This is an optimization exercise on Yosys and OpenROAD, whose aim is small area, a short achievable clock period and few clock cycles per item, not a production implementation. The RTL was checked by simulation tests, not by an equivalence proof against the original design. Power and IR drop assume default switching activity.

==> flow/design.v <==
module SME(clk,reset,chardata,isstring,ispattern,valid,match,match_index);
integer i;
input clk;
input reset;
input [7:0] chardata;
input isstring;
input ispattern;
output reg match;
output reg [4:0] match_index;
output reg valid;
reg  [6:0]  s [0:31];
reg  [31:0] v;
reg  [31:0] D;
reg  [4:0]  q;
reg  [1:0]  Xh;       
reg  [2:0]  Xl;       
reg  [3:0]  Hgt;      
reg  [3:0]  Heq;      
reg  [7:0]  Lge;      
reg         isstring_R, ispattern_R, pwc;
wire [6:0] c         = chardata[6:0];
wire       newstring = isstring & ~isstring_R;
wire       isdot     = (c == 7'h2E);
wire       isdollar  = (c == 7'h24);
wire       iscaret   = (c == 7'h5E);
wire       init      = ~ispattern_R | pwc;    
function [15:0] xtab;    
	input [4:0] x;
	integer k;
	begin
		for (k = 0; k < 4; k = k + 1) begin
			xtab[k] = (k > x[4:3]);
			xtab[4 + k] = (k == x[4:3]);
		end
		for (k = 0; k < 8; k = k + 1) begin
			xtab[8 + k] = (k >= x[2:0]);
		end
	end
endfunction
wire [31:0] first, sp, M, Dn;
genvar g;
generate
for (g = 0; g < 32; g = g + 1) begin : pos
	localparam integer N = (g + 1) % 32;
	assign first[g] = (q == (g + 31) % 32);
	assign sp[g]    = ~s[g][6] & ~|s[g][4:0];
	assign M[g]     = v[g] & (isdot | (s[g] == c));
	assign Dn[g]    = isdollar ? (D[g] & (~v[N] | sp[N] | first[N]))
	                           : (M[N] & (init ? (~pwc | first[N] | sp[g]) : (D[g] & ~first[N])));
end
endgenerate
wire       match_n;
wire [4:0] index_n;
SME_result result (.D(D), .Hgt(Hgt), .Heq(Heq), .Lge(Lge), .Xh(Xh), .Xl(Xl),
                   .match(match_n), .index(index_n));
always @(posedge clk) begin
	for (i = 0; i < 31; i = i + 1)
		s[i] <= s[i+1];
	s[31] <= isstring ? c : s[0];
	v <= {isstring | v[0], v[31:1] & {31{~newstring}}};
	q <= newstring ? 5'd30 : q - 5'd1;
	if (init) begin
		Xh <= q[4:3];
		Xl <= q[2:0];
		{Lge, Heq, Hgt} <= xtab(q);
	end
	pwc <= ispattern & iscaret;
	isstring_R <= isstring;
	ispattern_R <= ispattern;
	D <= Dn;
	match <= match_n;
	match_index <= index_n;
	valid <= ~reset & ispattern_R & ~ispattern;
end
endmodule
module SME_result(D, Hgt, Heq, Lge, Xh, Xl, match, index);
input  [31:0] D;
input  [3:0]  Hgt;
input  [3:0]  Heq;
input  [7:0]  Lge;
input  [1:0]  Xh;
input  [2:0]  Xl;
output        match;
output [4:0]  index;
wire [31:0] G, hi;
genvar g;
generate
for (g = 0; g < 32; g = g + 1) begin : pos
	assign G[g] = Hgt[g / 8] | (Heq[g / 8] & Lge[g % 8]);
end
endgenerate
assign hi = D & G;
function [5:0] pe32;    
	input [31:0] x;
	reg [15:0] a1; reg [15:0] i1;           
	reg [7:0]  a2; reg [15:0] i2;           
	reg [3:0]  a3; reg [11:0] i3;           
	reg [1:0]  a4; reg [7:0]  i4;
	integer k;
	begin
		for (k = 0; k < 16; k = k + 1) begin
			a1[k] = x[2*k] | x[2*k+1];
			i1[k] = ~x[2*k];
		end
		for (k = 0; k < 8; k = k + 1) begin
			a2[k] = a1[2*k] | a1[2*k+1];
			i2[2*k +: 2] = a1[2*k] ? {1'b0, i1[2*k]} : {1'b1, i1[2*k+1]};
		end
		for (k = 0; k < 4; k = k + 1) begin
			a3[k] = a2[2*k] | a2[2*k+1];
			i3[3*k +: 3] = a2[2*k] ? {1'b0, i2[4*k +: 2]} : {1'b1, i2[4*k+2 +: 2]};
		end
		for (k = 0; k < 2; k = k + 1) begin
			a4[k] = a3[2*k] | a3[2*k+1];
			i4[4*k +: 4] = a3[2*k] ? {1'b0, i3[6*k +: 3]} : {1'b1, i3[6*k+3 +: 3]};
		end
		pe32 = {a4[0] | a4[1], a4[0] ? {1'b0, i4[3:0]} : {1'b1, i4[7:4]}};
	end
endfunction
wire [5:0] pH = pe32(hi);
wire [5:0] pA = pe32(D);
wire [4:0] J  = pH[5] ? pH[4:0] : pA[4:0];
reg  [23:0] LT;       
integer i;
always @* for (i = 0; i < 8; i = i + 1) LT[3*i +: 3] = i - Xl;
wire [2:0] lo = LT[3*J[2:0] +: 3];
wire       br = ~Lge[J[2:0]];
wire [1:0] h0 = J[4:3] - Xh;
wire [1:0] h1 = J[4:3] - Xh - 2'd1;
assign match = pA[5];
assign index = {br ? h1 : h0, lo};
endmodule
clock: 7.0 ns
lec_check: 0
cap_margin: 20
core_margin: 2
core_utilization: 40
cts_buf_list: sky130_fd_sc_hd__clkbuf_16
cts_cluster_diameter: 90
cts_cluster_size: 28
setup_slack_margin: 4.6
slew_margin: 20
synth_hierarchical: 1
synth_minimum_keep_size: 0
tns_end_percent: 5
standard.sh (not shown) runs the stock make flow with config.mk's settings and CLKGATE_MAP_FILE= SYNTH_SCRIPT=/design/flow/synth_recipe.tcl, a recipe that flattens the netlist after the stock synthesis.
==> flow/flow/run.sh <==
#!/bin/bash
set -euo pipefail
here=$(pwd)
dont_use=$(tr -s ' \n' ' ' < "$here/flow/dont_use.txt")
bash "$here/standard.sh" "DONT_USE_CELLS=$dont_use" finish > "$here/standard.log" 2>&1
==> flow/flow/dont_use.txt <==
 sky130_fd_sc_hd__probe_p_8 sky130_fd_sc_hd__probec_p_8 sky130_fd_sc_hd__lpflow_bleeder_1 sky130_fd_sc_hd__lpflow_clkbufkapwr_1 sky130_fd_sc_hd__lpflow_clkbufkapwr_16 sky130_fd_sc_hd__lpflow_clkbufkapwr_2 sky130_fd_sc_hd__lpflow_clkbufkapwr_4 sky130_fd_sc_hd__lpflow_clkbufkapwr_8 sky130_fd_sc_hd__lpflow_clkinvkapwr_1 sky130_fd_sc_hd__lpflow_clkinvkapwr_16 sky130_fd_sc_hd__lpflow_clkinvkapwr_2 sky130_fd_sc_hd__lpflow_clkinvkapwr_4 sky130_fd_sc_hd__lpflow_clkinvkapwr_8 sky130_fd_sc_hd__lpflow_decapkapwr_12 sky130_fd_sc_hd__lpflow_decapkapwr_3 sky130_fd_sc_hd__lpflow_decapkapwr_4 sky130_fd_sc_hd__lpflow_decapkapwr_6 sky130_fd_sc_hd__lpflow_decapkapwr_8 sky130_fd_sc_hd__lpflow_inputiso0n_1 sky130_fd_sc_hd__lpflow_inputiso0p_1 sky130_fd_sc_hd__lpflow_inputiso1n_1 sky130_fd_sc_hd__lpflow_inputiso1p_1 sky130_fd_sc_hd__lpflow_inputisolatch_1 sky130_fd_sc_hd__lpflow_isobufsrc_1 sky130_fd_sc_hd__lpflow_isobufsrc_16 sky130_fd_sc_hd__lpflow_isobufsrc_2 sky130_fd_sc_hd__lpflow_isobufsrc_4 sky130_fd_sc_hd__lpflow_isobufsrc_8 sky130_fd_sc_hd__lpflow_isobufsrckapwr_16 sky130_fd_sc_hd__lpflow_lsbuf_lh_hl_isowell_tap_1 sky130_fd_sc_hd__lpflow_lsbuf_lh_hl_isowell_tap_2 sky130_fd_sc_hd__lpflow_lsbuf_lh_hl_isowell_tap_4 sky130_fd_sc_hd__lpflow_lsbuf_lh_isowell_4 sky130_fd_sc_hd__lpflow_lsbuf_lh_isowell_tap_1 sky130_fd_sc_hd__lpflow_lsbuf_lh_isowell_tap_2 sky130_fd_sc_hd__lpflow_lsbuf_lh_isowell_tap_4 # # Define fill cells export FILL_CELLS ?= sky130_fd_sc_hd__fill_1 sky130_fd_sc_hd__fill_2 sky130_fd_sc_hd__fill_4 sky130_fd_sc_hd__fill_8   sky130_fd_sc_hd__or3_1 sky130_fd_sc_hd__or3_2 sky130_fd_sc_hd__or3_4 sky130_fd_sc_hd__or3b_1 sky130_fd_sc_hd__or3b_2 sky130_fd_sc_hd__or3b_4 sky130_fd_sc_hd__or4_1 sky130_fd_sc_hd__or4_2 sky130_fd_sc_hd__or4_4 sky130_fd_sc_hd__or4b_1 sky130_fd_sc_hd__or4b_2 sky130_fd_sc_hd__or4b_4 sky130_fd_sc_hd__or4bb_1 sky130_fd_sc_hd__or4bb_2 sky130_fd_sc_hd__or4bb_4 sky130_fd_sc_hd__mux4_1 sky130_fd_sc_hd__mux4_2 sky130_fd_sc_hd__mux4_4 sky130_fd_sc_hd__clkdlybuf4s15_1 sky130_fd_sc_hd__clkdlybuf4s15_2 sky130_fd_sc_hd__clkdlybuf4s18_1 sky130_fd_sc_hd__clkdlybuf4s18_2 sky130_fd_sc_hd__clkdlybuf4s25_1 sky130_fd_sc_hd__clkdlybuf4s25_2 sky130_fd_sc_hd__clkdlybuf4s50_1 sky130_fd_sc_hd__clkdlybuf4s50_2
The baseline finished clean.
Testbench counts at the start, summed over its fixed seeds: cycles 12,684, queries 1,536.
Edit:
--- a/flow/design.v
+++ b/flow/design.v
@@ -11,32 +11,29 @@
 reg  [6:0]  s [0:31];
 reg  [31:0] v;
 reg  [31:0] D;
 reg  [4:0]  q;
 reg  [1:0]  Xh;       
 reg  [2:0]  Xl;       
-reg  [3:0]  Hgt;      
-reg  [3:0]  Heq;      
+reg  [31:0] G;        
 reg  [7:0]  Lge;      
 reg         isstring_R, ispattern_R, pwc;
 wire [6:0] c         = chardata[6:0];
 wire       newstring = isstring & ~isstring_R;
 wire       isdot     = (c == 7'h2E);
 wire       isdollar  = (c == 7'h24);
 wire       iscaret   = (c == 7'h5E);
 wire       init      = ~ispattern_R | pwc;    
-function [15:0] xtab;    
+function [39:0] xtab;    
 	input [4:0] x;
 	integer k;
 	begin
-		for (k = 0; k < 4; k = k + 1) begin
-			xtab[k] = (k > x[4:3]);
-			xtab[4 + k] = (k == x[4:3]);
-		end
+		for (k = 0; k < 32; k = k + 1)
+			xtab[k] = (k >= x);
 		for (k = 0; k < 8; k = k + 1) begin
-			xtab[8 + k] = (k >= x[2:0]);
+			xtab[32 + k] = (k >= x[2:0]);
 		end
 	end
 endfunction
 wire [31:0] first, sp, M, Dn;
 genvar g;
 generate
@@ -48,50 +45,43 @@
 	assign Dn[g]    = isdollar ? (D[g] & (~v[N] | sp[N] | first[N]))
 	                           : (M[N] & (init ? (~pwc | first[N] | sp[g]) : (D[g] & ~first[N])));
 end
 endgenerate
 wire       match_n;
 wire [4:0] index_n;
-SME_result result (.D(D), .Hgt(Hgt), .Heq(Heq), .Lge(Lge), .Xh(Xh), .Xl(Xl),
+SME_result result (.D(D), .G(G), .Lge(Lge), .Xh(Xh), .Xl(Xl),
                    .match(match_n), .index(index_n));
 always @(posedge clk) begin
 	for (i = 0; i < 31; i = i + 1)
 		s[i] <= s[i+1];
 	s[31] <= isstring ? c : s[0];
 	v <= {isstring | v[0], v[31:1] & {31{~newstring}}};
 	q <= newstring ? 5'd30 : q - 5'd1;
 	if (init) begin
 		Xh <= q[4:3];
 		Xl <= q[2:0];
-		{Lge, Heq, Hgt} <= xtab(q);
+		{Lge, G} <= xtab(q);
 	end
 	pwc <= ispattern & iscaret;
 	isstring_R <= isstring;
 	ispattern_R <= ispattern;
 	D <= Dn;
 	match <= match_n;
 	match_index <= index_n;
 	valid <= ~reset & ispattern_R & ~ispattern;
 end
 endmodule
-module SME_result(D, Hgt, Heq, Lge, Xh, Xl, match, index);
+module SME_result(D, G, Lge, Xh, Xl, match, index);
 input  [31:0] D;
-input  [3:0]  Hgt;
-input  [3:0]  Heq;
+input  [31:0] G;
 input  [7:0]  Lge;
 input  [1:0]  Xh;
 input  [2:0]  Xl;
 output        match;
 output [4:0]  index;
-wire [31:0] G, hi;
-genvar g;
-generate
-for (g = 0; g < 32; g = g + 1) begin : pos
-	assign G[g] = Hgt[g / 8] | (Heq[g / 8] & Lge[g % 8]);
-end
-endgenerate
+wire [31:0] hi;
 assign hi = D & G;
 function [5:0] pe32;    
 	input [31:0] x;
 	reg [15:0] a1; reg [15:0] i1;           
 	reg [7:0]  a2; reg [15:0] i2;           
 	reg [3:0]  a3; reg [11:0] i3;           
What happened:
- The changed run completed without violations
- global-route usage went up by 1.1 points
- critical path depth went down by 4
- worst setup slack gets better by 0.14 ns
- clock power went up by about 5%
- cell count went up by 2.5%
- worst hold slack stays flat
- total power went up by 7.9%
Testbench counts after the change, summed over its fixed seeds: cycles 12,684, queries 1,536.

==> what the ideal ports hide <==
The flow's constraints put no driver on any port. The routed layouts listed below were extracted and timed again, unchanged, in two steps. Step 1, drivers: a clkbuf_16 drives clk and a buf_2 each remaining input, both assumed. Step 2 also shifts input and output timing later by t, the mid clock arrival at the registers, as if the neighbouring blocks saw the same clock. Slacks: ideal / step 1 / step 2; pairs: ideal / step 1.
run | shift t [ns] | setup slack, ns | worst slew at a driven data input, ns | pins driven straight from the clock port
the first run | 0.555 | 4.339 / 4.339 / 3.934 | 0.06 | 1
the second run | 0.568 | 4.481 / 4.503 / 3.935 | 0.04 | 1
After both steps every run listed still meets setup and hold. For the second run, which loses most, drivers alone change the setup slack by +0.022 ns; drivers and shift together by -0.546 ns.
